Source: an optimization exercise on an open RTL-to-GDS flow (aim: small area and a short achievable clock period). Production flows keep margins and buffers that such runs may drop. Function was checked by simulation only, so behaviour that the tests miss may differ from the original. No activity file was given, so power comes from the tool's default toggle rates.

`design/flow/config.mk`:
```
export PLATFORM = sky130hd
export DESIGN_NAME = systolic_array
export DESIGN_NICKNAME = systolic_array
export VERILOG_FILES = /design/flow/design.v
export SDC_FILE = /design/flow/constraint.sdc
export NUM_CORES = 4
export LEC_CHECK = 0
export CAP_MARGIN = 20
export CORE_MARGIN = 2
export CORE_UTILIZATION = 45
export PLACE_DENSITY = 0.6
export SETUP_SLACK_MARGIN = 4.2
export SLEW_MARGIN = 20
```
`design/flow/constraint.sdc`:
```
create_clock -name core_clock -period 7.5 [get_ports {clk}]
set_input_delay 1.5000 -clock core_clock [delete_from_list [all_inputs] [get_ports {clk}]]
set_output_delay 1.5000 -clock core_clock [all_outputs]
set_load 0.01 [all_outputs]
```
`design/flow/run.sh`:
```
#!/bin/bash
# synth_recipe.tcl (not shown) runs the flow's synth.tcl, then flattens the netlist and writes it again
# the make line also repeats each setting of config.mk as NAME=value (left out here)
make -C /OpenROAD-flow-scripts/flow DESIGN_CONFIG=/design/flow/config.mk WORK_HOME=/design/flow/orfs CLKGATE_MAP_FILE= SYNTH_SCRIPT=/design/flow/synth_recipe.tcl finish
```
`design/flow/design.v`:
```
module Zero_detection (
    input  wire [15:0] A,
    input  wire [15:0] B,
    input  wire [1:0]  Thres,
    output wire        Zero
);
    wire a_hi = |A[14:13];
    wire b_hi = |B[14:13];
    wire a_e1 = a_hi | A[12] | A[11];
    wire a_e2 = a_hi | A[12];
    wire b_e1 = b_hi | B[12] | B[11];
    wire b_e2 = b_hi | B[12];
    wire neg  = (Thres == 2'd1) ? ~(a_e1 | b_e1) :
                (Thres == 2'd2) ? ~(a_e2 | b_e2) :
                (Thres == 2'd3) ? ~(a_hi | b_hi) : 1'b0;
    assign Zero = ~|A | ~|B | neg;
endmodule
module booth_mul_cs (
    input  wire [15:0] a,
    input  wire [7:0]  bone,    
    input  wire [7:0]  btwo,    
    input  wire [7:0]  bneg,    
    output wire [31:0] r0,
    output wire [31:0] r1
);
    wire one0 = bone[0];
    wire two0 = btwo[0];
    wire neg0 = bneg[0];
    wire nz0 = one0 | two0;
    wire pp0_0 = ((one0 & a[0]) | (two0 & 1'b0)) ^ neg0;
    wire pp0_1 = ((one0 & a[1]) | (two0 & a[0])) ^ neg0;
    wire pp0_2 = ((one0 & a[2]) | (two0 & a[1])) ^ neg0;
    wire pp0_3 = ((one0 & a[3]) | (two0 & a[2])) ^ neg0;
    wire pp0_4 = ((one0 & a[4]) | (two0 & a[3])) ^ neg0;
    wire pp0_5 = ((one0 & a[5]) | (two0 & a[4])) ^ neg0;
    wire pp0_6 = ((one0 & a[6]) | (two0 & a[5])) ^ neg0;
    wire pp0_7 = ((one0 & a[7]) | (two0 & a[6])) ^ neg0;
    wire pp0_8 = ((one0 & a[8]) | (two0 & a[7])) ^ neg0;
    wire pp0_9 = ((one0 & a[9]) | (two0 & a[8])) ^ neg0;
    wire pp0_10 = ((one0 & a[10]) | (two0 & a[9])) ^ neg0;
    wire pp0_11 = ((one0 & a[11]) | (two0 & a[10])) ^ neg0;
    wire pp0_12 = ((one0 & a[12]) | (two0 & a[11])) ^ neg0;
    wire pp0_13 = ((one0 & a[13]) | (two0 & a[12])) ^ neg0;
    wire pp0_14 = ((one0 & a[14]) | (two0 & a[13])) ^ neg0;
    wire pp0_15 = ((one0 & a[15]) | (two0 & a[14])) ^ neg0;
    wire pp0_16 = ~(((one0 | two0) & a[15]) ^ neg0);
    wire one1 = bone[1];
    wire two1 = btwo[1];
    wire neg1 = bneg[1];
    wire nz1 = one1 | two1;
    wire pp1_0 = ((one1 & a[0]) | (two1 & 1'b0)) ^ neg1;
    wire pp1_1 = ((one1 & a[1]) | (two1 & a[0])) ^ neg1;
    wire pp1_2 = ((one1 & a[2]) | (two1 & a[1])) ^ neg1;
    wire pp1_3 = ((one1 & a[3]) | (two1 & a[2])) ^ neg1;
    wire pp1_4 = ((one1 & a[4]) | (two1 & a[3])) ^ neg1;
    wire pp1_5 = ((one1 & a[5]) | (two1 & a[4])) ^ neg1;
    wire pp1_6 = ((one1 & a[6]) | (two1 & a[5])) ^ neg1;
    wire pp1_7 = ((one1 & a[7]) | (two1 & a[6])) ^ neg1;
    wire pp1_8 = ((one1 & a[8]) | (two1 & a[7])) ^ neg1;
    wire pp1_9 = ((one1 & a[9]) | (two1 & a[8])) ^ neg1;
    wire pp1_10 = ((one1 & a[10]) | (two1 & a[9])) ^ neg1;
    wire pp1_11 = ((one1 & a[11]) | (two1 & a[10])) ^ neg1;
    wire pp1_12 = ((one1 & a[12]) | (two1 & a[11])) ^ neg1;
    wire pp1_13 = ((one1 & a[13]) | (two1 & a[12])) ^ neg1;
    wire pp1_14 = ((one1 & a[14]) | (two1 & a[13])) ^ neg1;
    wire pp1_15 = ((one1 & a[15]) | (two1 & a[14])) ^ neg1;
    wire pp1_16 = ~(((one1 | two1) & a[15]) ^ neg1);
    wire one2 = bone[2];
    wire two2 = btwo[2];
    wire neg2 = bneg[2];
    wire nz2 = one2 | two2;
    wire pp2_0 = ((one2 & a[0]) | (two2 & 1'b0)) ^ neg2;
    wire pp2_1 = ((one2 & a[1]) | (two2 & a[0])) ^ neg2;
    wire pp2_2 = ((one2 & a[2]) | (two2 & a[1])) ^ neg2;
    wire pp2_3 = ((one2 & a[3]) | (two2 & a[2])) ^ neg2;
    wire pp2_4 = ((one2 & a[4]) | (two2 & a[3])) ^ neg2;
    wire pp2_5 = ((one2 & a[5]) | (two2 & a[4])) ^ neg2;
    wire pp2_6 = ((one2 & a[6]) | (two2 & a[5])) ^ neg2;
    wire pp2_7 = ((one2 & a[7]) | (two2 & a[6])) ^ neg2;
    wire pp2_8 = ((one2 & a[8]) | (two2 & a[7])) ^ neg2;
    wire pp2_9 = ((one2 & a[9]) | (two2 & a[8])) ^ neg2;
    wire pp2_10 = ((one2 & a[10]) | (two2 & a[9])) ^ neg2;
    wire pp2_11 = ((one2 & a[11]) | (two2 & a[10])) ^ neg2;
    wire pp2_12 = ((one2 & a[12]) | (two2 & a[11])) ^ neg2;
    wire pp2_13 = ((one2 & a[13]) | (two2 & a[12])) ^ neg2;
    wire pp2_14 = ((one2 & a[14]) | (two2 & a[13])) ^ neg2;
    wire pp2_15 = ((one2 & a[15]) | (two2 & a[14])) ^ neg2;
    wire pp2_16 = ~(((one2 | two2) & a[15]) ^ neg2);
    wire one3 = bone[3];
    wire two3 = btwo[3];
    wire neg3 = bneg[3];
    wire nz3 = one3 | two3;
    wire pp3_0 = ((one3 & a[0]) | (two3 & 1'b0)) ^ neg3;
    wire pp3_1 = ((one3 & a[1]) | (two3 & a[0])) ^ neg3;
    wire pp3_2 = ((one3 & a[2]) | (two3 & a[1])) ^ neg3;
    wire pp3_3 = ((one3 & a[3]) | (two3 & a[2])) ^ neg3;
    wire pp3_4 = ((one3 & a[4]) | (two3 & a[3])) ^ neg3;
    wire pp3_5 = ((one3 & a[5]) | (two3 & a[4])) ^ neg3;
    wire pp3_6 = ((one3 & a[6]) | (two3 & a[5])) ^ neg3;
    wire pp3_7 = ((one3 & a[7]) | (two3 & a[6])) ^ neg3;
    wire pp3_8 = ((one3 & a[8]) | (two3 & a[7])) ^ neg3;
    wire pp3_9 = ((one3 & a[9]) | (two3 & a[8])) ^ neg3;
    wire pp3_10 = ((one3 & a[10]) | (two3 & a[9])) ^ neg3;
    wire pp3_11 = ((one3 & a[11]) | (two3 & a[10])) ^ neg3;
    wire pp3_12 = ((one3 & a[12]) | (two3 & a[11])) ^ neg3;
    wire pp3_13 = ((one3 & a[13]) | (two3 & a[12])) ^ neg3;
    wire pp3_14 = ((one3 & a[14]) | (two3 & a[13])) ^ neg3;
    wire pp3_15 = ((one3 & a[15]) | (two3 & a[14])) ^ neg3;
    wire pp3_16 = ~(((one3 | two3) & a[15]) ^ neg3);
    wire one4 = bone[4];
    wire two4 = btwo[4];
    wire neg4 = bneg[4];
    wire nz4 = one4 | two4;
    wire pp4_0 = ((one4 & a[0]) | (two4 & 1'b0)) ^ neg4;
    wire pp4_1 = ((one4 & a[1]) | (two4 & a[0])) ^ neg4;
    wire pp4_2 = ((one4 & a[2]) | (two4 & a[1])) ^ neg4;
    wire pp4_3 = ((one4 & a[3]) | (two4 & a[2])) ^ neg4;
    wire pp4_4 = ((one4 & a[4]) | (two4 & a[3])) ^ neg4;
    wire pp4_5 = ((one4 & a[5]) | (two4 & a[4])) ^ neg4;
    wire pp4_6 = ((one4 & a[6]) | (two4 & a[5])) ^ neg4;
    wire pp4_7 = ((one4 & a[7]) | (two4 & a[6])) ^ neg4;
    wire pp4_8 = ((one4 & a[8]) | (two4 & a[7])) ^ neg4;
    wire pp4_9 = ((one4 & a[9]) | (two4 & a[8])) ^ neg4;
    wire pp4_10 = ((one4 & a[10]) | (two4 & a[9])) ^ neg4;
    wire pp4_11 = ((one4 & a[11]) | (two4 & a[10])) ^ neg4;
    wire pp4_12 = ((one4 & a[12]) | (two4 & a[11])) ^ neg4;
    wire pp4_13 = ((one4 & a[13]) | (two4 & a[12])) ^ neg4;
    wire pp4_14 = ((one4 & a[14]) | (two4 & a[13])) ^ neg4;
    wire pp4_15 = ((one4 & a[15]) | (two4 & a[14])) ^ neg4;
    wire pp4_16 = ~(((one4 | two4) & a[15]) ^ neg4);
    wire one5 = bone[5];
    wire two5 = btwo[5];
    wire neg5 = bneg[5];
    wire nz5 = one5 | two5;
    wire pp5_0 = ((one5 & a[0]) | (two5 & 1'b0)) ^ neg5;
    wire pp5_1 = ((one5 & a[1]) | (two5 & a[0])) ^ neg5;
    wire pp5_2 = ((one5 & a[2]) | (two5 & a[1])) ^ neg5;
    wire pp5_3 = ((one5 & a[3]) | (two5 & a[2])) ^ neg5;
    wire pp5_4 = ((one5 & a[4]) | (two5 & a[3])) ^ neg5;
    wire pp5_5 = ((one5 & a[5]) | (two5 & a[4])) ^ neg5;
    wire pp5_6 = ((one5 & a[6]) | (two5 & a[5])) ^ neg5;
    wire pp5_7 = ((one5 & a[7]) | (two5 & a[6])) ^ neg5;
    wire pp5_8 = ((one5 & a[8]) | (two5 & a[7])) ^ neg5;
    wire pp5_9 = ((one5 & a[9]) | (two5 & a[8])) ^ neg5;
    wire pp5_10 = ((one5 & a[10]) | (two5 & a[9])) ^ neg5;
    wire pp5_11 = ((one5 & a[11]) | (two5 & a[10])) ^ neg5;
    wire pp5_12 = ((one5 & a[12]) | (two5 & a[11])) ^ neg5;
    wire pp5_13 = ((one5 & a[13]) | (two5 & a[12])) ^ neg5;
    wire pp5_14 = ((one5 & a[14]) | (two5 & a[13])) ^ neg5;
    wire pp5_15 = ((one5 & a[15]) | (two5 & a[14])) ^ neg5;
    wire pp5_16 = ~(((one5 | two5) & a[15]) ^ neg5);
    wire one6 = bone[6];
    wire two6 = btwo[6];
    wire neg6 = bneg[6];
    wire nz6 = one6 | two6;
    wire pp6_0 = ((one6 & a[0]) | (two6 & 1'b0)) ^ neg6;
    wire pp6_1 = ((one6 & a[1]) | (two6 & a[0])) ^ neg6;
    wire pp6_2 = ((one6 & a[2]) | (two6 & a[1])) ^ neg6;
    wire pp6_3 = ((one6 & a[3]) | (two6 & a[2])) ^ neg6;
    wire pp6_4 = ((one6 & a[4]) | (two6 & a[3])) ^ neg6;
    wire pp6_5 = ((one6 & a[5]) | (two6 & a[4])) ^ neg6;
    wire pp6_6 = ((one6 & a[6]) | (two6 & a[5])) ^ neg6;
    wire pp6_7 = ((one6 & a[7]) | (two6 & a[6])) ^ neg6;
    wire pp6_8 = ((one6 & a[8]) | (two6 & a[7])) ^ neg6;
    wire pp6_9 = ((one6 & a[9]) | (two6 & a[8])) ^ neg6;
    wire pp6_10 = ((one6 & a[10]) | (two6 & a[9])) ^ neg6;
    wire pp6_11 = ((one6 & a[11]) | (two6 & a[10])) ^ neg6;
    wire pp6_12 = ((one6 & a[12]) | (two6 & a[11])) ^ neg6;
    wire pp6_13 = ((one6 & a[13]) | (two6 & a[12])) ^ neg6;
    wire pp6_14 = ((one6 & a[14]) | (two6 & a[13])) ^ neg6;
    wire pp6_15 = ((one6 & a[15]) | (two6 & a[14])) ^ neg6;
    wire pp6_16 = ~(((one6 | two6) & a[15]) ^ neg6);
    wire one7 = bone[7];
    wire two7 = btwo[7];
    wire neg7 = bneg[7];
    wire nz7 = one7 | two7;
    wire pp7_0 = ((one7 & a[0]) | (two7 & 1'b0)) ^ neg7;
    wire pp7_1 = ((one7 & a[1]) | (two7 & a[0])) ^ neg7;
    wire pp7_2 = ((one7 & a[2]) | (two7 & a[1])) ^ neg7;
    wire pp7_3 = ((one7 & a[3]) | (two7 & a[2])) ^ neg7;
    wire pp7_4 = ((one7 & a[4]) | (two7 & a[3])) ^ neg7;
    wire pp7_5 = ((one7 & a[5]) | (two7 & a[4])) ^ neg7;
    wire pp7_6 = ((one7 & a[6]) | (two7 & a[5])) ^ neg7;
    wire pp7_7 = ((one7 & a[7]) | (two7 & a[6])) ^ neg7;
    wire pp7_8 = ((one7 & a[8]) | (two7 & a[7])) ^ neg7;
    wire pp7_9 = ((one7 & a[9]) | (two7 & a[8])) ^ neg7;
    wire pp7_10 = ((one7 & a[10]) | (two7 & a[9])) ^ neg7;
    wire pp7_11 = ((one7 & a[11]) | (two7 & a[10])) ^ neg7;
    wire pp7_12 = ((one7 & a[12]) | (two7 & a[11])) ^ neg7;
    wire pp7_13 = ((one7 & a[13]) | (two7 & a[12])) ^ neg7;
    wire pp7_14 = ((one7 & a[14]) | (two7 & a[13])) ^ neg7;
    wire pp7_15 = ((one7 & a[15]) | (two7 & a[14])) ^ neg7;
    wire pp7_16 = ~(((one7 | two7) & a[15]) ^ neg7);
    wire pp0_16_n = ~pp0_16;
    wire pp1_15_n = ~pp1_15;
    wire pp2_15_n = ~pp2_15;
    wire pp3_15_n = ~pp3_15;
    wire pp4_15_n = ~pp4_15;
    wire pp5_15_n = ~pp5_15;
    wire pp6_15_n = ~pp6_15;
    wire pp7_15_n = ~pp7_15;
    wire s0 = neg5 ^ pp0_10;
    wire k0 = neg5 & pp0_10;
    wire s1 = pp0_11 ^ pp1_9;
    wire k1 = pp0_11 & pp1_9;
    wire s2 = neg6 ^ pp0_12 ^ pp1_10;
    wire k2 = (neg6 & pp0_12) | (neg6 & pp1_10) | (pp0_12 & pp1_10);
    wire s3 = pp2_8 ^ pp3_6;
    wire k3 = pp2_8 & pp3_6;
    wire s4 = pp0_13 ^ pp1_11 ^ pp2_9;
    wire k4 = (pp0_13 & pp1_11) | (pp0_13 & pp2_9) | (pp1_11 & pp2_9);
    wire s5 = pp3_7 ^ pp4_5;
    wire k5 = pp3_7 & pp4_5;
    wire s6 = neg7 ^ pp0_14 ^ pp1_12;
    wire k6 = (neg7 & pp0_14) | (neg7 & pp1_12) | (pp0_14 & pp1_12);
    wire s7 = pp2_10 ^ pp3_8 ^ pp4_6;
    wire k7 = (pp2_10 & pp3_8) | (pp2_10 & pp4_6) | (pp3_8 & pp4_6);
    wire s8 = pp5_4 ^ pp6_2;
    wire k8 = pp5_4 & pp6_2;
    wire s9 = pp0_15 ^ pp1_13 ^ pp2_11;
    wire k9 = (pp0_15 & pp1_13) | (pp0_15 & pp2_11) | (pp1_13 & pp2_11);
    wire s10 = pp3_9 ^ pp4_7 ^ pp5_5;
    wire k10 = (pp3_9 & pp4_7) | (pp3_9 & pp5_5) | (pp4_7 & pp5_5);
    wire s11 = pp6_3 ^ pp7_1;
    wire k11 = pp6_3 & pp7_1;
    wire s12 = pp1_14 ^ pp2_12 ^ pp3_10;
    wire k12 = (pp1_14 & pp2_12) | (pp1_14 & pp3_10) | (pp2_12 & pp3_10);
    wire s13 = pp4_8 ^ pp5_6 ^ pp6_4;
    wire k13 = (pp4_8 & pp5_6) | (pp4_8 & pp6_4) | (pp5_6 & pp6_4);
    wire s14 = pp7_2 ^ pp0_16_n;
    wire k14 = pp7_2 & pp0_16_n;
    wire s15 = pp2_13 ^ pp3_11 ^ pp4_9;
    wire k15 = (pp2_13 & pp3_11) | (pp2_13 & pp4_9) | (pp3_11 & pp4_9);
    wire s16 = pp5_7 ^ pp6_5 ^ pp7_3;
    wire k16 = (pp5_7 & pp6_5) | (pp5_7 & pp7_3) | (pp6_5 & pp7_3);
    wire s17 = pp0_16 ^ pp1_15_n;
    wire k17 = pp0_16 & pp1_15_n;
    wire s18 = pp1_16 ^ pp2_14 ^ pp3_12;
    wire k18 = (pp1_16 & pp2_14) | (pp1_16 & pp3_12) | (pp2_14 & pp3_12);
    wire s19 = pp4_10 ^ pp5_8 ^ pp6_6;
    wire k19 = (pp4_10 & pp5_8) | (pp4_10 & pp6_6) | (pp5_8 & pp6_6);
    wire s20 = pp7_4 ^ pp1_15;
    wire k20 = pp7_4 & pp1_15;
    wire s21 = pp3_13 ^ pp4_11 ^ pp5_9;
    wire k21 = (pp3_13 & pp4_11) | (pp3_13 & pp5_9) | (pp4_11 & pp5_9);
    wire s22 = pp6_7 ^ pp7_5;
    wire k22 = pp6_7 & pp7_5;
    wire s23 = pp2_16 ^ pp3_14 ^ pp4_12;
    wire k23 = (pp2_16 & pp3_14) | (pp2_16 & pp4_12) | (pp3_14 & pp4_12);
    wire s24 = pp5_10 ^ pp6_8;
    wire k24 = pp5_10 & pp6_8;
    wire s25 = pp4_13 ^ pp5_11;
    wire k25 = pp4_13 & pp5_11;
    wire s26 = pp3_16 ^ pp4_14;
    wire k26 = pp3_16 & pp4_14;
    wire s27 = neg3 ^ pp0_6;
    wire k27 = neg3 & pp0_6;
    wire s28 = pp0_7 ^ pp1_5;
    wire k28 = pp0_7 & pp1_5;
    wire s29 = neg4 ^ pp0_8 ^ pp1_6;
    wire k29 = (neg4 & pp0_8) | (neg4 & pp1_6) | (pp0_8 & pp1_6);
    wire s30 = pp2_4 ^ pp3_2;
    wire k30 = pp2_4 & pp3_2;
    wire s31 = pp0_9 ^ pp1_7 ^ pp2_5;
    wire k31 = (pp0_9 & pp1_7) | (pp0_9 & pp2_5) | (pp1_7 & pp2_5);
    wire s32 = pp3_3 ^ pp4_1;
    wire k32 = pp3_3 & pp4_1;
    wire s33 = pp1_8 ^ pp2_6 ^ pp3_4;
    wire k33 = (pp1_8 & pp2_6) | (pp1_8 & pp3_4) | (pp2_6 & pp3_4);
    wire s34 = pp4_2 ^ pp5_0 ^ s0;
    wire k34 = (pp4_2 & pp5_0) | (pp4_2 & s0) | (pp5_0 & s0);
    wire s35 = pp2_7 ^ pp3_5 ^ pp4_3;
    wire k35 = (pp2_7 & pp3_5) | (pp2_7 & pp4_3) | (pp3_5 & pp4_3);
    wire s36 = pp5_1 ^ k0 ^ s1;
    wire k36 = (pp5_1 & k0) | (pp5_1 & s1) | (k0 & s1);
    wire s37 = pp4_4 ^ pp5_2 ^ pp6_0;
    wire k37 = (pp4_4 & pp5_2) | (pp4_4 & pp6_0) | (pp5_2 & pp6_0);
    wire s38 = k1 ^ s2 ^ s3;
    wire k38 = (k1 & s2) | (k1 & s3) | (s2 & s3);
    wire s39 = pp5_3 ^ pp6_1 ^ k2;
    wire k39 = (pp5_3 & pp6_1) | (pp5_3 & k2) | (pp6_1 & k2);
    wire s40 = k3 ^ s4 ^ s5;
    wire k40 = (k3 & s4) | (k3 & s5) | (s4 & s5);
    wire s41 = pp7_0 ^ k4 ^ k5;
    wire k41 = (pp7_0 & k4) | (pp7_0 & k5) | (k4 & k5);
    wire s42 = s6 ^ s7 ^ s8;
    wire k42 = (s6 & s7) | (s6 & s8) | (s7 & s8);
    wire s43 = k6 ^ k7 ^ k8;
    wire k43 = (k6 & k7) | (k6 & k8) | (k7 & k8);
    wire s44 = s9 ^ s10 ^ s11;
    wire k44 = (s9 & s10) | (s9 & s11) | (s10 & s11);
    wire s45 = k9 ^ k10 ^ k11;
    wire k45 = (k9 & k10) | (k9 & k11) | (k10 & k11);
    wire s46 = s12 ^ s13 ^ s14;
    wire k46 = (s12 & s13) | (s12 & s14) | (s13 & s14);
    wire s47 = k12 ^ k13 ^ k14;
    wire k47 = (k12 & k13) | (k12 & k14) | (k13 & k14);
    wire s48 = s15 ^ s16 ^ s17;
    wire k48 = (s15 & s16) | (s15 & s17) | (s16 & s17);
    wire s49 = k15 ^ k16 ^ k17;
    wire k49 = (k15 & k16) | (k15 & k17) | (k16 & k17);
    wire s50 = s18 ^ s19 ^ s20;
    wire k50 = (s18 & s19) | (s18 & s20) | (s19 & s20);
    wire s51 = pp2_15_n ^ k18 ^ k19;
    wire k51 = (pp2_15_n & k18) | (pp2_15_n & k19) | (k18 & k19);
    wire s52 = k20 ^ s21 ^ s22;
    wire k52 = (k20 & s21) | (k20 & s22) | (s21 & s22);
    wire s53 = pp7_6 ^ pp2_15 ^ k21;
    wire k53 = (pp7_6 & pp2_15) | (pp7_6 & k21) | (pp2_15 & k21);
    wire s54 = k22 ^ s23 ^ s24;
    wire k54 = (k22 & s23) | (k22 & s24) | (s23 & s24);
    wire s55 = pp6_9 ^ pp7_7 ^ pp3_15_n;
    wire k55 = (pp6_9 & pp7_7) | (pp6_9 & pp3_15_n) | (pp7_7 & pp3_15_n);
    wire s56 = k23 ^ k24 ^ s25;
    wire k56 = (k23 & k24) | (k23 & s25) | (k24 & s25);
    wire s57 = pp5_12 ^ pp6_10 ^ pp7_8;
    wire k57 = (pp5_12 & pp6_10) | (pp5_12 & pp7_8) | (pp6_10 & pp7_8);
    wire s58 = pp3_15 ^ k25 ^ s26;
    wire k58 = (pp3_15 & k25) | (pp3_15 & s26) | (k25 & s26);
    wire s59 = pp5_13 ^ pp6_11 ^ pp7_9;
    wire k59 = (pp5_13 & pp6_11) | (pp5_13 & pp7_9) | (pp6_11 & pp7_9);
    wire s60 = pp4_15_n ^ k26;
    wire k60 = pp4_15_n & k26;
    wire s61 = pp4_16 ^ pp5_14 ^ pp6_12;
    wire k61 = (pp4_16 & pp5_14) | (pp4_16 & pp6_12) | (pp5_14 & pp6_12);
    wire s62 = pp7_10 ^ pp4_15;
    wire k62 = pp7_10 & pp4_15;
    wire s63 = pp6_13 ^ pp7_11;
    wire k63 = pp6_13 & pp7_11;
    wire s64 = pp5_16 ^ pp6_14;
    wire k64 = pp5_16 & pp6_14;
    wire s65 = neg2 ^ pp0_4;
    wire k65 = neg2 & pp0_4;
    wire s66 = pp0_5 ^ pp1_3;
    wire k66 = pp0_5 & pp1_3;
    wire s67 = pp1_4 ^ pp2_2 ^ pp3_0;
    wire k67 = (pp1_4 & pp2_2) | (pp1_4 & pp3_0) | (pp2_2 & pp3_0);
    wire s68 = pp2_3 ^ pp3_1 ^ k27;
    wire k68 = (pp2_3 & pp3_1) | (pp2_3 & k27) | (pp3_1 & k27);
    wire s69 = pp4_0 ^ k28 ^ s29;
    wire k69 = (pp4_0 & k28) | (pp4_0 & s29) | (k28 & s29);
    wire s70 = k29 ^ k30 ^ s31;
    wire k70 = (k29 & k30) | (k29 & s31) | (k30 & s31);
    wire s71 = k31 ^ k32 ^ s33;
    wire k71 = (k31 & k32) | (k31 & s33) | (k32 & s33);
    wire s72 = k33 ^ s35 ^ k34;
    wire k72 = (k33 & s35) | (k33 & k34) | (s35 & k34);
    wire s73 = k35 ^ s37 ^ k36;
    wire k73 = (k35 & s37) | (k35 & k36) | (s37 & k36);
    wire s74 = k37 ^ k38 ^ s39;
    wire k74 = (k37 & k38) | (k37 & s39) | (k38 & s39);
    wire s75 = k39 ^ k40 ^ s41;
    wire k75 = (k39 & k40) | (k39 & s41) | (k40 & s41);
    wire s76 = k41 ^ k42 ^ s43;
    wire k76 = (k41 & k42) | (k41 & s43) | (k42 & s43);
    wire s77 = k43 ^ k44 ^ s45;
    wire k77 = (k43 & k44) | (k43 & s45) | (k44 & s45);
    wire s78 = k45 ^ k46 ^ s47;
    wire k78 = (k45 & k46) | (k45 & s47) | (k46 & s47);
    wire s79 = k47 ^ k48 ^ s49;
    wire k79 = (k47 & k48) | (k47 & s49) | (k48 & s49);
    wire s80 = k49 ^ k50 ^ s51;
    wire k80 = (k49 & k50) | (k49 & s51) | (k50 & s51);
    wire s81 = k51 ^ k52 ^ s53;
    wire k81 = (k51 & k52) | (k51 & s53) | (k52 & s53);
    wire s82 = s55 ^ k53 ^ k54;
    wire k82 = (s55 & k53) | (s55 & k54) | (k53 & k54);
    wire s83 = k55 ^ s57 ^ k56;
    wire k83 = (k55 & s57) | (k55 & k56) | (s57 & k56);
    wire s84 = k57 ^ s59 ^ k58;
    wire k84 = (k57 & s59) | (k57 & k58) | (s59 & k58);
    wire s85 = k59 ^ s61 ^ s62;
    wire k85 = (k59 & s61) | (k59 & s62) | (s61 & s62);
    wire s86 = pp5_15_n ^ k61 ^ k62;
    wire k86 = (pp5_15_n & k61) | (pp5_15_n & k62) | (k61 & k62);
    wire s87 = pp7_12 ^ pp5_15 ^ k63;
    wire k87 = (pp7_12 & pp5_15) | (pp7_12 & k63) | (pp5_15 & k63);
    wire s88 = pp7_13 ^ pp6_15_n;
    wire k88 = pp7_13 & pp6_15_n;
    wire s89 = pp6_16 ^ pp7_14;
    wire k89 = pp6_16 & pp7_14;
    wire s90 = neg1 ^ pp0_2;
    wire k90 = neg1 & pp0_2;
    wire s91 = pp0_3 ^ pp1_1;
    wire k91 = pp0_3 & pp1_1;
    wire s92 = pp1_2 ^ pp2_0 ^ s65;
    wire k92 = (pp1_2 & pp2_0) | (pp1_2 & s65) | (pp2_0 & s65);
    wire s93 = pp2_1 ^ k65 ^ s66;
    wire k93 = (pp2_1 & k65) | (pp2_1 & s66) | (k65 & s66);
    wire s94 = k66 ^ s67 ^ s27;
    wire k94 = (k66 & s67) | (k66 & s27) | (s67 & s27);
    wire s95 = k67 ^ s28 ^ s68;
    wire k95 = (k67 & s28) | (k67 & s68) | (s28 & s68);
    wire s96 = s30 ^ k68 ^ s69;
    wire k96 = (s30 & k68) | (s30 & s69) | (k68 & s69);
    wire s97 = s32 ^ k69 ^ s70;
    wire k97 = (s32 & k69) | (s32 & s70) | (k69 & s70);
    wire s98 = k70 ^ s71 ^ s34;
    wire k98 = (k70 & s71) | (k70 & s34) | (s71 & s34);
    wire s99 = k71 ^ s36 ^ s72;
    wire k99 = (k71 & s36) | (k71 & s72) | (s36 & s72);
    wire s100 = s38 ^ k72 ^ s73;
    wire k100 = (s38 & k72) | (s38 & s73) | (k72 & s73);
    wire s101 = s40 ^ k73 ^ s74;
    wire k101 = (s40 & k73) | (s40 & s74) | (k73 & s74);
    wire s102 = s42 ^ k74 ^ s75;
    wire k102 = (s42 & k74) | (s42 & s75) | (k74 & s75);
    wire s103 = s44 ^ k75 ^ s76;
    wire k103 = (s44 & k75) | (s44 & s76) | (k75 & s76);
    wire s104 = s46 ^ k76 ^ s77;
    wire k104 = (s46 & k76) | (s46 & s77) | (k76 & s77);
    wire s105 = s48 ^ k77 ^ s78;
    wire k105 = (s48 & k77) | (s48 & s78) | (k77 & s78);
    wire s106 = s50 ^ k78 ^ s79;
    wire k106 = (s50 & k78) | (s50 & s79) | (k78 & s79);
    wire s107 = s52 ^ k79 ^ s80;
    wire k107 = (s52 & k79) | (s52 & s80) | (k79 & s80);
    wire s108 = s54 ^ k80 ^ s81;
    wire k108 = (s54 & k80) | (s54 & s81) | (k80 & s81);
    wire s109 = s56 ^ k81 ^ s82;
    wire k109 = (s56 & k81) | (s56 & s82) | (k81 & s82);
    wire s110 = s58 ^ k82 ^ s83;
    wire k110 = (s58 & k82) | (s58 & s83) | (k82 & s83);
    wire s111 = s60 ^ k83 ^ s84;
    wire k111 = (s60 & k83) | (s60 & s84) | (k83 & s84);
    wire s112 = k60 ^ s85 ^ k84;
    wire k112 = (k60 & s85) | (k60 & k84) | (s85 & k84);
    wire s113 = s63 ^ k85 ^ s86;
    wire k113 = (s63 & k85) | (s63 & s86) | (k85 & s86);
    wire s114 = s64 ^ k86 ^ s87;
    wire k114 = (s64 & k86) | (s64 & s87) | (k86 & s87);
    wire s115 = k64 ^ s88 ^ k87;
    wire k115 = (k64 & s88) | (k64 & k87) | (s88 & k87);
    wire s116 = pp6_15 ^ k88 ^ s89;
    wire k116 = (pp6_15 & k88) | (pp6_15 & s89) | (k88 & s89);
    wire s117 = pp7_15_n ^ k89;
    wire k117 = pp7_15_n & k89;
    wire s118 = pp7_16 ^ pp7_15;
    wire k118 = pp7_16 & pp7_15;
    assign r0 = {k118, s118, k116, s116, k114, k113, s113, k111, k110, k109, k108, k107, k106, k105, k104, k103, k102, k101, k100, k99, k98, k97, k96, k95, k94, k93, k92, k91, k90, pp1_0, pp0_1, neg0};
    assign r1 = {1'b0, k117, s117, k115, s115, s114, k112, s112, s111, s110, s109, s108, s107, s106, s105, s104, s103, s102, s101, s100, s99, s98, s97, s96, s95, s94, s93, s92, s91, s90, 1'b0, pp0_0};
endmodule
module processing_element_os (
    input  wire        clk,
    input  wire        rst_n,
    input  wire [15:0] a_in,
    input  wire [23:0] w_in,       
    input  wire        step,       
    input  wire        clr,        
    input  wire        bclr,       
    input  wire        valid1,     
    input  wire        aval,       
    input  wire        wval,       
    input  wire [1:0]  thr,        
    output reg  [15:0] act,
    output reg  [23:0] wei,
    output reg  [47:0] buf_q
);
    reg  [31:0] q0, q1;
    reg         zf;
    reg  [23:0] mh;
    reg  [23:0] ml;
    reg         k;
    wire [7:0] one = wei[7:0];
    wire [7:0] two = wei[15:8];
    wire [7:0] neg = wei[23:16];
    wire [15:0] wdec;
    genvar i;
    generate
        for (i = 0; i < 8; i = i + 1) begin : g_dec
            assign wdec[2*i+1] = neg[i];
            if (i == 0) begin : g0
                assign wdec[0] = one[0];
            end else begin : gi
                assign wdec[2*i] = one[i] ^ neg[i-1];
            end
        end
    endgenerate
    wire [31:0] r0, r1;
    booth_mul_cs m0 (.a(act), .bone(one), .btwo(two), .bneg(neg), .r0(r0), .r1(r1));
    wire zero;
    Zero_detection zd0 (.A(act), .B(wdec), .Thres(thr), .Zero(zero));
    always @(posedge clk) begin
        if (step) begin
            act <= a_in;
            wei <= w_in;
            q0 <= r0;
            q1 <= r1;
            zf  <= zero | ~aval | ~wval;
        end
    end
    wire [31:0] m32 = {mh[7:0], ml};
    wire [31:0] x  = m32 ^ q0 ^ q1;
    wire [32:0] y  = {(m32 & q0) | (m32 & q1) | (q0 & q1), 1'b0};
    wire [1:0]  t  = y[32] + x[31];
    wire [2:0]  d  = {1'b0, t} - 3'd1;     
    wire [47:0] opa = {mh[23:8], ~x[31], x[30:0]};
    wire [47:0] opb = {{13{d[2]}}, d, y[31:0]};
    wire [24:0] lo = opa[23:0] + opb[23:0];
    wire [23:0] hi = opa[47:24] + opb[47:24] + k;
    always @(posedge clk or negedge rst_n) begin
        if (!rst_n) begin
            ml <= 24'd0;
            mh <= 24'd0;
            k  <= 1'b0;
        end else if (clr) begin
            ml <= 24'd0;
            mh <= 24'd0;
            k  <= 1'b0;
        end else if (step & valid1 & ~zf) begin
            ml <= lo[23:0];
            mh <= hi;
            k  <= lo[24];
        end
    end
    always @(posedge clk or negedge rst_n) begin
        if (!rst_n)
            buf_q <= 48'd0;
        else if (bclr)
            buf_q <= 48'd0;
        else if (step & valid1)
            buf_q <= {mh + k, ml};
    end
endmodule
module systolic_array (
    input  wire         clk,
    input  wire         rst_n,
    input  wire [47:0]  act_flat,
    input  wire [47:0]  wei_flat,
    input  wire         pipeline_en,
    input  wire         reg_clear,
    input  wire         cell_en,
    input  wire         cscan_en,
    input  wire [1:0]   Thres,
    output wire         cell_out,
    output wire [431:0] MAC_out_flat
);
    wire [2:0] cel;            
    wire [2:0] wv;             
    wire [2:0] c_in = {cel[1], cel[0], cell_en};
    wire [2:0] step = c_in & {3{pipeline_en}};
    wire       bclr = reg_clear | cscan_en;
    wire [15:0] act [0:2][0:2];
    wire [23:0] wei [0:2][0:2];    
    wire [23:0] wenc [0:2];
    genvar e, d;
    generate
        for (e = 0; e < 3; e = e + 1) begin : g_enc
            wire [15:0] b = wei_flat[16*e +: 16];
            for (d = 0; d < 8; d = d + 1) begin : g_dig
                wire bm = (d == 0) ? 1'b0 : b[(d == 0) ? 0 : 2*d-1];
                assign wenc[e][d]      = b[2*d] ^ bm;
                assign wenc[e][8 + d]  = (b[2*d+1] & ~b[2*d] & ~bm) | (~b[2*d+1] & b[2*d] & bm);
                assign wenc[e][16 + d] = b[2*d+1];
            end
        end
    endgenerate
    genvar y, x;
    generate
        for (y = 0; y < 3; y = y + 1) begin : g_row
            reg       cell_r;
            reg [2:0] v;           
            reg [1:0] thr;         
            always @(posedge clk or negedge rst_n) begin
                if (!rst_n) begin
                    cell_r <= 1'b0;
                    v      <= 3'b000;
                end else if (reg_clear) begin
                    cell_r <= 1'b0;
                    v      <= 3'b000;
                end else begin
                    cell_r <= c_in[y];
                    if (step[y])
                        v <= {v[1:0], 1'b1};
                end
            end
            assign cel[y] = cell_r;
            always @(posedge clk) begin
                if (step[y])
                    thr <= Thres;
            end
            if (y == 0) begin : g_w0
                assign wv[0] = v[0];
            end else begin : g_wn
                reg wv_r;
                always @(posedge clk or negedge rst_n) begin
                    if (!rst_n)
                        wv_r <= 1'b0;
                    else if (reg_clear)
                        wv_r <= 1'b0;
                    else if (step[y])
                        wv_r <= wv[y-1];
                end
                assign wv[y] = wv_r;
            end
            for (x = 0; x < 3; x = x + 1) begin : g_col
                processing_element_os pe (
                    .clk    (clk),
                    .rst_n  (rst_n),
                    .a_in   (x == 0 ? act_flat[16*y +: 16] : act[y][x-1]),
                    .w_in   (y == 0 ? wenc[x] : wei[y-1][x]),
                    .step   (step[y]),
                    .clr    (reg_clear),
                    .bclr   (bclr),
                    .valid1 (v[1]),
                    .aval   (v[x]),
                    .wval   (wv[y]),
                    .thr    (thr),
                    .act    (act[y][x]),
                    .wei    (wei[y][x]),
                    .buf_q  (MAC_out_flat[48*(3*y+x) +: 48])
                );
            end
        end
    endgenerate
    assign cell_out = cel[2];
endmodule
```
==> tab_implementation.tex, run 1 <==
\begin{tabular}{lr}
\hline
Metric & Value \\
\hline
\multicolumn{2}{l}{\textbf{Final layout}} \\
Net count reported at finish & 16.4k \\
Fraction of layout cells with a size suffix above 1 & 0.210 \\
Layout overhead on the synthesized area & 24.7\% \\
Fill cell count & 25.5k \\
\multicolumn{2}{l}{\textbf{Clocking}} \\
CTS clock-pin slew for the worst setup and hold paths & about 60 ps \\
Num CTS Buffers & roughly 220 \\
Cell chosen for the clock root & sky130\_fd\_sc\_hd\_\_clkbuf\_16 \\
Maximum count of clock buffers along a single path & 4 \\
Insertion delay to the later sink of the worst-skew pair & roughly 940 ps \\
Hold-fix buffer count after cts & 0 \\
Sinks on the clock net & around 1.8k \\
Clock tree from TritonCTS & done \\
H-Tree Depth & 4 \\
\multicolumn{2}{l}{\textbf{Timing}} \\
Achievable frequency & 0.269 GHz \\
Worst-Margin Slew & 1160 ps \\
Final critical-path share of the clock period & 0.495 \\
Total of endpoints with negative setup slack in the final report & 0 \\
Final Skew & 54.2 ps \\
Final Slew Violations & 0 \\
Unrepaired setup endpoints after global routing & true \\
Final hold vios & 0 \\
Headroom to the max-slew limit & 0.227 \\
Minimum clock period after layout & $\sim$3700 ps \\
Final-layout worst hold slack & 463 ps \\
\multicolumn{2}{l}{\textbf{Power and ir drop}} \\
Leakage power & 73.4 nW \\
Cell area power density & between 150 and 200 nW/µm² \\
Largest voltage drop on the vdd net & 0.226 mV \\
Power after layout & $\sim$33 mW \\
\multicolumn{2}{l}{\textbf{Yosys}} \\
FF+latch count, synth & around 1.8k \\
Area of the mapped netlist & 137000 µm² \\
Number of enable flip-flop cells after synthesis & $\sim$930 \\
Sequential cell area fraction in the yosys report & 0.367 \\
Synth Net Count & 15.1k \\
Number of warnings issued by yosys & 2 \\
Number of instances in the synthesized netlist & 13.1k \\
Mapped Avg Cell Area & 10.4 µm² \\
Prevailing post-synth register cell & sky130\_fd\_sc\_hd\_\_edfxtp\_1 \\
Ys async rst share & 0.487 \\
Count of different cell masters after synthesis & 86 \\
\multicolumn{2}{l}{\textbf{Critical path}} \\
Worst Path Max Fanout & 2 \\
Critical path data arrival time & 4500 ps \\
Worst setup slack for register-to-register paths & 3790 ps \\
Reg2reg end & g\_row[0].g\_col[2].pe.mh[20] \\
Startpoint of the most critical setup path & g\_row[0].g\_col[2].pe.q1[24] \\
Startpoint of the worst register-to-register path & g\_row[0].g\_col[2].pe.q1[24] \\
Critical path type & reg -> reg \\
Critical Path End Type & flop \\
Cell depth of the worst flop-to-flop path & 15 \\
Setup crit start kind & flop \\
Critical path data required time & between 8000 and 9000 ps \\
\multicolumn{2}{l}{\textbf{Global routing}} \\
Vias in the first global route & 112k \\
Largest net degree at the start of global routing & 186 \\
Remaining global-route overflow & 0 \\
Antenna violations before repair & 31 \\
Global-route total usage across every layer & 0.281 \\
Wire length of the first global-routing pass & 675000 µm \\
\multicolumn{2}{l}{\textbf{Drt}} \\
Post-route ant nets & 0 \\
Violation count after the first detailed-routing iteration & roughly 11k \\
Via Count & about 110k \\
Number of remaining DRC errors & 0 \\
Detailed Routing Iterations Pass 1 & 9 \\
Ratio of routed vias to standard cells & 5.86 \\
Final routed wirelength across all metal layers & 451000 µm \\
Routed wire per std cell & between 20 and 25 µm \\
\multicolumn{2}{l}{\textbf{Hold path}} \\
Hold crit path type & reg -> reg \\
Min-delay src & g\_row[0].g\_col[2].pe.wei[17] \\
Hold Path Cell Cnt & 0 \\
Capture endpoint of the worst hold path & g\_row[1].g\_col[2].pe.wei[17] \\
\multicolumn{2}{l}{\textbf{Status}} \\
Outcome & timing/DRC/antenna clean \\
\multicolumn{2}{l}{\textbf{Placed design}} \\
Number of I/O port buffers & 536 \\
Routability congestion estimate from global placement & 0.903 \\
Placed wire-length estimate & 292000 µm \\
\multicolumn{2}{l}{\textbf{Flow run}} \\
Max-capacitance violation count & 0 \\
\multicolumn{2}{l}{\textbf{Floorplanning}} \\
Effective utilization at floorplan & 0.452 \\
Area inside the core boundary & 303000 µm² \\
Count of boundary I/O pins & 537 \\
Floorplan die area & 309000 µm² \\
Die Height & 556 µm \\
Die outline width & 556 µm \\
Count of standard-cell rows & 202 \\
\hline
\end{tabular}
layout by cell type, fill, tap and decap left out, drive strengths merged, types with 30 or more instances in the layout:
cell type,instances
a211oi,212
a21o,234
a21oi,757
a22o,89
a22oi,1081
a311oi,46
a31oi,39
and2,30
and3,78
buf,1493
clkbuf,284
clkdlybuf4s50,99
clkinv,73
dfrtp,887
dlygate4sd2,432
edfxtp,933
fa,1098
ha,729
inv,1171
nand2,1257
nand2b,76
nand3,156
nand3b,33
nand4,77
nor2,504
nor2b,50
nor3,83
nor4,76
o21a,38
o21ai,350
o21bai,65
or3,79
xnor2,1123
xor2,615
report_power, final:
part	internal [mW]	total (mW)	switching, mW
combinational	4.37	10.1	5.74
clock	6.52	11.2	4.65
sequential	11.4	11.7	0.282
total	22.3	33.0	10.7
worst max-delay path: stages (launching register included):
cell	delay, ps
sky130_fd_sc_hd__edfxtp_1	420
sky130_fd_sc_hd__fa_1	490
sky130_fd_sc_hd__inv_1	90
sky130_fd_sc_hd__fa_2	240
sky130_fd_sc_hd__inv_2	50
sky130_fd_sc_hd__fa_2	350
sky130_fd_sc_hd__a211oi_2	250
sky130_fd_sc_hd__o211ai_1	160
sky130_fd_sc_hd__a41oi_2	180
sky130_fd_sc_hd__o21bai_1	120
sky130_fd_sc_hd__a21o_1	170
sky130_fd_sc_hd__a21o_1	200
sky130_fd_sc_hd__a221o_1	380
sky130_fd_sc_hd__buf_4	150
sky130_fd_sc_hd__xor2_1	130
sky130_fd_sc_hd__a22o_1	200
sequential cells by signal, summed over array words and instances, names as in the netlist:
signal / flops
g_row.g_col.pe.k: 9
g_row.g_col.pe.mh: 216
g_row.g_col.pe.q0: 288
g_row.v: 9
g_row.g_col.pe.act: 144
g_row.cell_r: 3
g_row.g_col.pe.ml: 216
g_row.g_col.pe.q1: 270
g_row.g_wn.wv_r: 2
g_row.g_col.pe.wei: 216
g_row.g_col.pe.zf: 9
g_row.g_col.pe.buf_q: 432
g_row.thr: 6
layout make-up:
| type | count | area [µm²] | share of cell area |
|---|---|---|---|
| clock inverters | 129 | 1440 | 0.00841 |
| clock buffers | 273 | 6070 | 0.0355 |
| well taps | 3978 | 4980 | 0.0291 |
| diodes | 18 | 45.0 | 0.000264 |
| multi-input cells | 9259 | 84500 | 0.494 |
| repair buffers | 2038 | 19200 | 0.112 |
| repair inverters | 1 | 5.00 | 0.0000293 |
| flip-flops and latches | 1820 | 50300 | 0.294 |
| inverters | 1155 | 4380 | 0.0257 |
worst max-delay path by stage:
stage                                   to  cells past startpoint
3_5_place_dp   g_row[1].g_col[1].pe.q1[26]                      6
3_3_place_gp        g_row[1].g_col[1].pe.k                      8
4_1_cts        g_row[0].g_col[1].pe.mh[22]                     15
2_1_floorplan  g_row[1].g_col[0].pe.mh[23]                      9
5_1_grt        g_row[0].g_col[2].pe.mh[20]                     15
6_report       g_row[0].g_col[2].pe.mh[20]                     15
cell families (layout without fill, tap and decap cells):
family,Yosys count,count (layout),share of synthesized area
AND/OR/NAND/NOR,2546,2561,0.0830
flip-flops,1820,1820,0.367
other,0,18,0
XOR/XNOR,1738,1738,0.111
buffers and inverters,2083,3596,0.0571
AO/OA/AOI/OAI,3127,3127,0.155
adder cells (fa/ha/maj),1827,1827,0.227
multiplexers,6,6,0.000466
routing by layer:
| layer | vias to the layer above | share of wire | GRT usage |
|---|---|---|---|
| met1 | 54800 | 0.40 | 0.372 |
| met5 | - | 0.00040 | 0 |
| met2 | 5227 | 0.46 | 0.444 |
| met4 | 26 | 0.046 | 0.115 |
| li1 | 48100 | - | - |
| met3 | 1231 | 0.092 | 0.0662 |
repair_timing:
| item | in CTS | in global routing |
|---|---|---|
| gates resized for setup | 1029 | 858 |
| setup endpoints to repair | 1940 | 490 |
| pin swaps | 419 | 756 |
| cloned | 13 | 15 |
| buffers inserted | 1118 | 219 |
per-stage QoR:
| step | utilization | instances | setup TNS [ps] | cell area, µm² | setup WS [ps] |
|---|---|---|---|---|---|
| floorplan | - | 13100 | -8250 | 137000 | -202 |
| global placement | 0.480 | 16900 | 0 | 145000 | 2050 |
| detailed placement | 0.480 | 16900 | 0 | 145000 | 2030 |
| CTS | 0.546 | 18400 | 0 | 165000 | 3840 |
| global route | 0.564 | 18700 | 0 | 171000 | 3630 |
| finish | 0.564 | 18700 | 0 | 171000 | 3790 |
synthesized netlist by cell type, drive strengths merged, types with 13 or more instances:
library cell	n	area (µm²)
and3	74	463
nand2b	76	475
a31oi	39	244
buf	144	546
o211ai	27	208
o21ai	350	1750
nand4	77	482
inv	1155	4340
nor3	82	410
or4	17	128
a22oi	1081	8120
nor4	76	475
a211oi	212	1610
o31ai	27	203
xnor2	1123	9840
o41ai	13	163
a41oi	15	139
clkbuf	784	2940
a22o	89	780
or2	21	131
nor2b	50	313
or3	79	494
nand3b	33	248
nand2	1255	4710
fa	1098	22000
o21a	38	285
nand3	156	781
a2111oi	17	186
and2	30	188
a21o	234	1760
edfxtp	933	28000
xor2	615	5390
nor2	496	1860
a211o	13	114
a32o	13	130
ha	729	9120
a311oi	46	403
o21bai	65	488
a21oi	757	3790
dfrtp	887	22200
==> run 2: changes to the inputs <==
--- a/design/flow/design.v
+++ b/design/flow/design.v
@@ -458,9 +458,8 @@
 );
     reg  [31:0] q0, q1;
     reg         zf;
-    reg  [23:0] mh;
-    reg  [23:0] ml;
-    reg         k;
+    reg  [47:0] mac;
+    reg  [5:1] k;       
     wire [7:0] one = wei[7:0];
     wire [7:0] two = wei[15:8];
     wire [7:0] neg = wei[23:16];
@@ -489,28 +488,40 @@
             zf  <= zero | ~aval | ~wval;
         end
     end
-    wire [31:0] m32 = {mh[7:0], ml};
+    wire [31:0] m32 = mac[31:0];
     wire [31:0] x  = m32 ^ q0 ^ q1;
     wire [32:0] y  = {(m32 & q0) | (m32 & q1) | (q0 & q1), 1'b0};
     wire [1:0]  t  = y[32] + x[31];
     wire [2:0]  d  = {1'b0, t} - 3'd1;     
-    wire [47:0] opa = {mh[23:8], ~x[31], x[30:0]};
+    wire [47:0] opa = {mac[47:32], ~x[31], x[30:0]};
     wire [47:0] opb = {{13{d[2]}}, d, y[31:0]};
-    wire [24:0] lo = opa[23:0] + opb[23:0];
-    wire [23:0] hi = opa[47:24] + opb[47:24] + k;
+    wire [8:0] sg0 = opa[7:0] + opb[7:0] + 1'b0;
+    wire [8:0] sg1 = opa[15:8] + opb[15:8] + k[1];
+    wire [8:0] sg2 = opa[23:16] + opb[23:16] + k[2];
+    wire [8:0] sg3 = opa[31:24] + opb[31:24] + k[3];
+    wire [8:0] sg4 = opa[39:32] + opb[39:32] + k[4];
+    wire [8:0] sg5 = opa[47:40] + opb[47:40] + k[5];
+    wire [47:0] kpend = (48'd1 << 8) & {48{k[1]}} | (48'd1 << 16) & {48{k[2]}} | (48'd1 << 24) & {48{k[3]}} | (48'd1 << 32) & {48{k[4]}} | (48'd1 << 40) & {48{k[5]}};
+    wire [47:0] macv  = mac + kpend;
     always @(posedge clk or negedge rst_n) begin
         if (!rst_n) begin
-            ml <= 24'd0;
-            mh <= 24'd0;
-            k  <= 1'b0;
+            mac <= 48'd0;
+            k   <= 5'd0;
         end else if (clr) begin
-            ml <= 24'd0;
-            mh <= 24'd0;
-            k  <= 1'b0;
+            mac <= 48'd0;
+            k   <= 5'd0;
         end else if (step & valid1 & ~zf) begin
-            ml <= lo[23:0];
-            mh <= hi;
-            k  <= lo[24];
+            mac[7:0] <= sg0[7:0];
+            k[1] <= sg0[8];
+            mac[15:8] <= sg1[7:0];
+            k[2] <= sg1[8];
+            mac[23:16] <= sg2[7:0];
+            k[3] <= sg2[8];
+            mac[31:24] <= sg3[7:0];
+            k[4] <= sg3[8];
+            mac[39:32] <= sg4[7:0];
+            k[5] <= sg4[8];
+            mac[47:40] <= sg5[7:0];
         end
     end
     always @(posedge clk or negedge rst_n) begin
@@ -519,7 +530,7 @@
         else if (bclr)
             buf_q <= 48'd0;
         else if (step & valid1)
-            buf_q <= {mh + k, ml};
+            buf_q <= macv;
     end
 endmodule
 module systolic_array (
==> tab_implementation.tex, run 2 <==
\begin{tabular}{lr}
\hline
Metric & Value \\
\hline
\multicolumn{2}{l}{\textbf{Drt}} \\
Via Count & 108k (-1.1\%) \\
Final routed wirelength across all metal layers & 441000 µm (-2.1\%) \\
Ratio of routed vias to standard cells & 5.88 (+0.40\%) \\
Number of remaining DRC errors & 0 (unchanged) \\
Detailed Routing Iterations Pass 1 & 10 (+1) \\
Post-route ant nets & 0 (unchanged) \\
Routed wire per std cell & 24.0 µm (-0.61\%) \\
Violation count after the first detailed-routing iteration & 10.5k (-8.2\%) \\
\multicolumn{2}{l}{\textbf{Critical path}} \\
Capturing element of the worst setup path & g\_row[1].g\_col[0].pe.q1[15] \\
Cell depth of the worst flop-to-flop path & 10 (-5) \\
Startpoint of the most critical setup path & g\_row[1].g\_col[0].pe.wei[2] \\
Worst setup slack for register-to-register paths & 4140 ps (+350 ps) \\
Worst Path Max Fanout & 4 (+2) \\
Startpoint of the worst register-to-register path & g\_row[1].g\_col[0].pe.wei[2] \\
Critical path type & reg -> reg \\
Setup crit start kind & flop \\
Critical path data required time & 8130 ps (-150 ps) \\
Critical path data arrival time & 3990 ps (-510 ps) \\
Reg2reg end & g\_row[1].g\_col[0].pe.q1[15] \\
Critical Path End Type & flop \\
\multicolumn{2}{l}{\textbf{Timing}} \\
Sum of negative setup slack & 0 ps (unchanged) \\
Headroom to the max-slew limit & 0.309 (+0.0827) \\
Minimum clock period after layout & 3360 ps (-352 ps) \\
Final critical-path share of the clock period & 0.448 (-0.0469) \\
Unrepaired setup endpoints after global routing & true \\
Total of endpoints with negative setup slack in the final report & 0 (unchanged) \\
Final Skew & 48.9 ps (-5.30 ps) \\
Final hold vios & 0 (unchanged) \\
Achievable frequency & 0.297 GHz (+10\%) \\
Final Slew Violations & 0 (unchanged) \\
Worst-Margin Slew & 1040 ps (-123 ps) \\
\multicolumn{2}{l}{\textbf{Yosys}} \\
Mux contribution to synthesized area & 0.000953 (+0.000487) \\
Complex-gate fraction of the synthesized area & 0.157 (+0.00212) \\
Simple-gate area share of the yosys netlist & 0.0781 (-0.00484) \\
Number of instances in the synthesized netlist & 13.0k (-1.1\%) \\
Cell type with the largest total area after synthesis & sky130\_fd\_sc\_hd\_\_edfxtp\_1 \\
Number of warnings issued by yosys & 2 (unchanged) \\
Area of the mapped netlist & 139000 µm² (+1.6\%) \\
Number of enable flip-flop cells after synthesis & 933 (unchanged) \\
Sequential cell area fraction in the yosys report & 0.367 (+0.000761) \\
Synth area leaders & sky130\_fd\_sc\_hd\_\_edfxtp\_1, sky130\_fd\_sc\_hd\_\_fa\_1, sky130\_fd\_sc\_hd\_\_dfrtp\_1 \\
Ys async rst share & 0.497 (+0.00994) \\
Prevailing post-synth register cell & sky130\_fd\_sc\_hd\_\_edfxtp\_1 \\
Combinational family with the most area after synthesis & adder cells \\
FF+latch count, synth & 1856 (+2.0\%) \\
Commonest cells post-synth & sky130\_fd\_sc\_hd\_\_inv\_1, sky130\_fd\_sc\_hd\_\_fa\_1, sky130\_fd\_sc\_hd\_\_xnor2\_1, sky130\_fd\_sc\_hd\_\_a22oi\_1, sky130\_fd\_sc\_hd\_\_edfxtp\_1 \\
Count of different cell masters after synthesis & 92 (+7.0\%) \\
Area share of fa/ha/maj cells after synthesis & 0.234 (+0.00682) \\
Area fraction of the dominant cell type after synthesis & 0.201 (-0.00319) \\
Xor/xnor cell area share of the yosys netlist & 0.105 (-0.00658) \\
Cell with the most instances after synthesis & sky130\_fd\_sc\_hd\_\_inv\_1 \\
Mapped Avg Cell Area & 10.7 µm² (+2.7\%) \\
Synth Net Count & 15.0k (-0.49\%) \\
\multicolumn{2}{l}{\textbf{Global routing}} \\
Antenna violations before repair & 36 (+16\%) \\
Vias in the first global route & 110k (-1.4\%) \\
Remaining global-route overflow & 0 (unchanged) \\
Largest net degree at the start of global routing & 154 (-17\%) \\
Global-route total usage across every layer & 0.275 (-0.00600) \\
Wire length of the first global-routing pass & 675000 µm (about the same) \\
\multicolumn{2}{l}{\textbf{Final layout}} \\
Fraction of layout cells with a size suffix above 1 & 0.164 (-0.0467) \\
Largest regs & g\_row.g\_col.pe.buf\_q: 432 flops, g\_row.g\_col.pe.mac: 432 flops, g\_row.g\_col.pe.q0: 288 flops \\
Cell Count, Final, Fillers Out & 18.4k (-1.5\%) \\
Fill cell count & 26.4k (+3.6\%) \\
Most frequent cells in the layout & sky130\_fd\_sc\_hd\_\_inv\_1, sky130\_fd\_sc\_hd\_\_xnor2\_1, sky130\_fd\_sc\_hd\_\_fa\_1 \\
Layout overhead on the synthesized area & 20.6\% \\
Most common library cell in the layout ignoring fill and taps & sky130\_fd\_sc\_hd\_\_inv\_1 \\
Net count reported at finish & 16.1k (-2.1\%) \\
\multicolumn{2}{l}{\textbf{Clocking}} \\
CTS clock-pin slew for the worst setup and hold paths & 60 ps (about the same) \\
Hold-fix buffer count after cts & 0 (unchanged) \\
H-Tree Depth & 4 (unchanged) \\
Maximum count of clock buffers along a single path & 4 (unchanged) \\
Clock tree from TritonCTS & done \\
Num CTS Buffers & 214 (-0.47\%) \\
Insertion delay to the later sink of the worst-skew pair & 920 ps (-20 ps) \\
Cell chosen for the clock root & sky130\_fd\_sc\_hd\_\_clkbuf\_16 \\
Sinks on the clock net & 1856 (+2.0\%) \\
\multicolumn{2}{l}{\textbf{Floorplanning}} \\
Die outline width & 560 µm (+0.78\%) \\
Count of boundary I/O pins & 537 (unchanged) \\
Effective utilization at floorplan & 0.451 (-0.00111) \\
Die Height & 560 µm (+0.78\%) \\
Area inside the core boundary & 308000 µm² (+1.8\%) \\
Floorplan die area & 314000 µm² (+1.6\%) \\
Count of standard-cell rows & 204 (+0.99\%) \\
\multicolumn{2}{l}{\textbf{Placed design}} \\
Total placed cells including tap cells & 16.9k (-0.041\%) \\
Number of I/O port buffers & 536 (unchanged) \\
Placed wire-length estimate & 293000 µm (+0.28\%) \\
Routability congestion estimate from global placement & 0.897 (-0.71\%) \\
\multicolumn{2}{l}{\textbf{Power and ir drop}} \\
Leakage power & 70.5 nW (-4.1\%) \\
Cell area power density & 185 nW/µm² (-4.2\%) \\
Largest voltage drop on the vdd net & 0.185 mV (-18\%) \\
\multicolumn{2}{l}{\textbf{Hold path}} \\
Hold crit path type & reg -> reg \\
\multicolumn{2}{l}{\textbf{Flow run}} \\
Max-capacitance violation count & 0 (unchanged) \\
\multicolumn{2}{l}{\textbf{Status}} \\
Outcome & timing/DRC/antenna clean \\
\hline
\end{tabular}
## run 2: changes by cell type in the layout (fill, tap and decap cells not counted), sizes merged, moves of 86 or more
cell	delta
xor2	-112
or3	+86
buf	-243
o21a	+95
nand2	-458
a21boi	+86
a21o	-168
a21oi	-359
o21ai	+270
## run 2: where the power goes
group          total (mW)  internal, mW  switching (mW)
logic                8.31          3.59            4.72
clock network        10.8          6.27            4.53
registers            12.0          11.7           0.303
total                31.1          21.5            9.56
## run 2: layer usage
layer / track usage / wire length [µm] / vias to the layer above
met1: 0.385 / 185000 / 53900
met3: 0.0521 / 40000 / 1235
met4: 0.122 / 22200 / 30
li1: - / - / 47600
met5: 0.00168 / 241 / -
met2: 0.416 / 194000 / 5412
## run 2: critical path: stages (launching register included)
cell                       delay (ps)
sky130_fd_sc_hd__edfxtp_1         500
sky130_fd_sc_hd__buf_4            190
sky130_fd_sc_hd__buf_6            100
sky130_fd_sc_hd__a22oi_2          190
sky130_fd_sc_hd__xnor2_2          120
sky130_fd_sc_hd__fa_2             430
sky130_fd_sc_hd__fa_1             510
sky130_fd_sc_hd__inv_1             50
sky130_fd_sc_hd__fa_1             490
sky130_fd_sc_hd__inv_1             70
sky130_fd_sc_hd__fa_2             450
## run 2: how the worst min path moves through the flow
stage | from | end | depth (start not counted)
floorplan | g_row[0].g_col[0].pe.act[0] | g_row[0].g_col[1].pe.act[0] | 0
global placement | g_row[2].g_col[0].pe.buf_q[42] | g_row[2].g_col[0].pe.buf_q[42] | 2
detailed placement | g_row[2].g_col[0].pe.buf_q[41] | g_row[2].g_col[0].pe.buf_q[41] | 1
CTS | g_row[2].g_col[0].pe.buf_q[41] | g_row[2].g_col[0].pe.buf_q[41] | 1
global route | g_row[2].g_col[2].pe.buf_q[41] | g_row[2].g_col[2].pe.buf_q[41] | 2
finish | g_row[2].g_col[2].pe.buf_q[41] | g_row[2].g_col[2].pe.buf_q[41] | 2
## run 2: area by class of cell
cell class | instances | area, µm² | area share
clock buffers | 296 | 6110 | 0.0364
clock inverters | 103 | 1070 | 0.00637
multi-input cells | 8997 | 82500 | 0.491
repair buffers | 1787 | 17200 | 0.103
inverters | 1222 | 4610 | 0.0275
flip-flops and latches | 1856 | 51200 | 0.305
diodes | 15 | 37.5 | 0.000224
well taps | 4120 | 5150 | 0.0307
## run 2: per-stage QoR
| step | hold WS [ps] | util | area [µm²] | power, mW | worst slack [ps] |
|---|---|---|---|---|---|
| 2_1_floorplan | 424 | - | 139000 | 17.2 | 732 |
| 3_3_place_gp | 479 | 0.479 | 148000 | 19.6 | 2660 |
| 3_5_place_dp | 493 | 0.479 | 148000 | 19.6 | 2630 |
| 4_1_cts | 501 | 0.534 | 165000 | 31.1 | 4020 |
| 5_1_grt | 531 | 0.544 | 168000 | 32.8 | 4070 |
| 6_report | 500 | 0.544 | 168000 | 31.1 | 4140 |
## run 2: repair_timing
action | in CTS | in global routing
setup endpoints to repair | 905 | 384
resized for setup | 660 | 611
cloned | 6 | 8
pin swaps | 54 | 323
setup buffers | 979 | 110
## run 2: cells by family (layout without fill, tap and decap cells)
| logic type | count (synthesis) | count (layout) |
|---|---|---|
| fa+ha+maj | 1899 | 1899 |
| mux | 13 | 13 |
| flops | 1856 | 1856 |
| other cells | 0 | 15 |
| simple gates | 2267 | 2275 |
| compound gates | 3149 | 3149 |
| buf+inv | 2156 | 3408 |
| xor+xnor | 1661 | 1661 |

what the ideal ports hide:
How much do the figures lean on ideal ports? The routed layouts below were timed once more, with nothing changed but the port constraints.
Step 1, drivers: a clkbuf_16 drives clk and a buf_2 each remaining input, both assumed.
Step 2 also shifts input and output timing later by t, the mid clock arrival at the registers, as if the neighbouring blocks saw the same clock.
a / b / c = ideal / step 1 / step 2; a / b = the first two.
| run | t (ns) | setup WS [ns] | worst setup path at the end |
|---|---|---|---|
| run 1 | 1.025 | 3.787 / 3.787 / 3.262 | input to register |
| run 2 | 0.994 | 4.138 / 4.135 / 3.313 | input to register |
After both steps setup and hold are still met in every run listed. For run 2, which loses most, drivers alone change the setup slack by -0.003 ns; drivers and shift together by -0.825 ns.
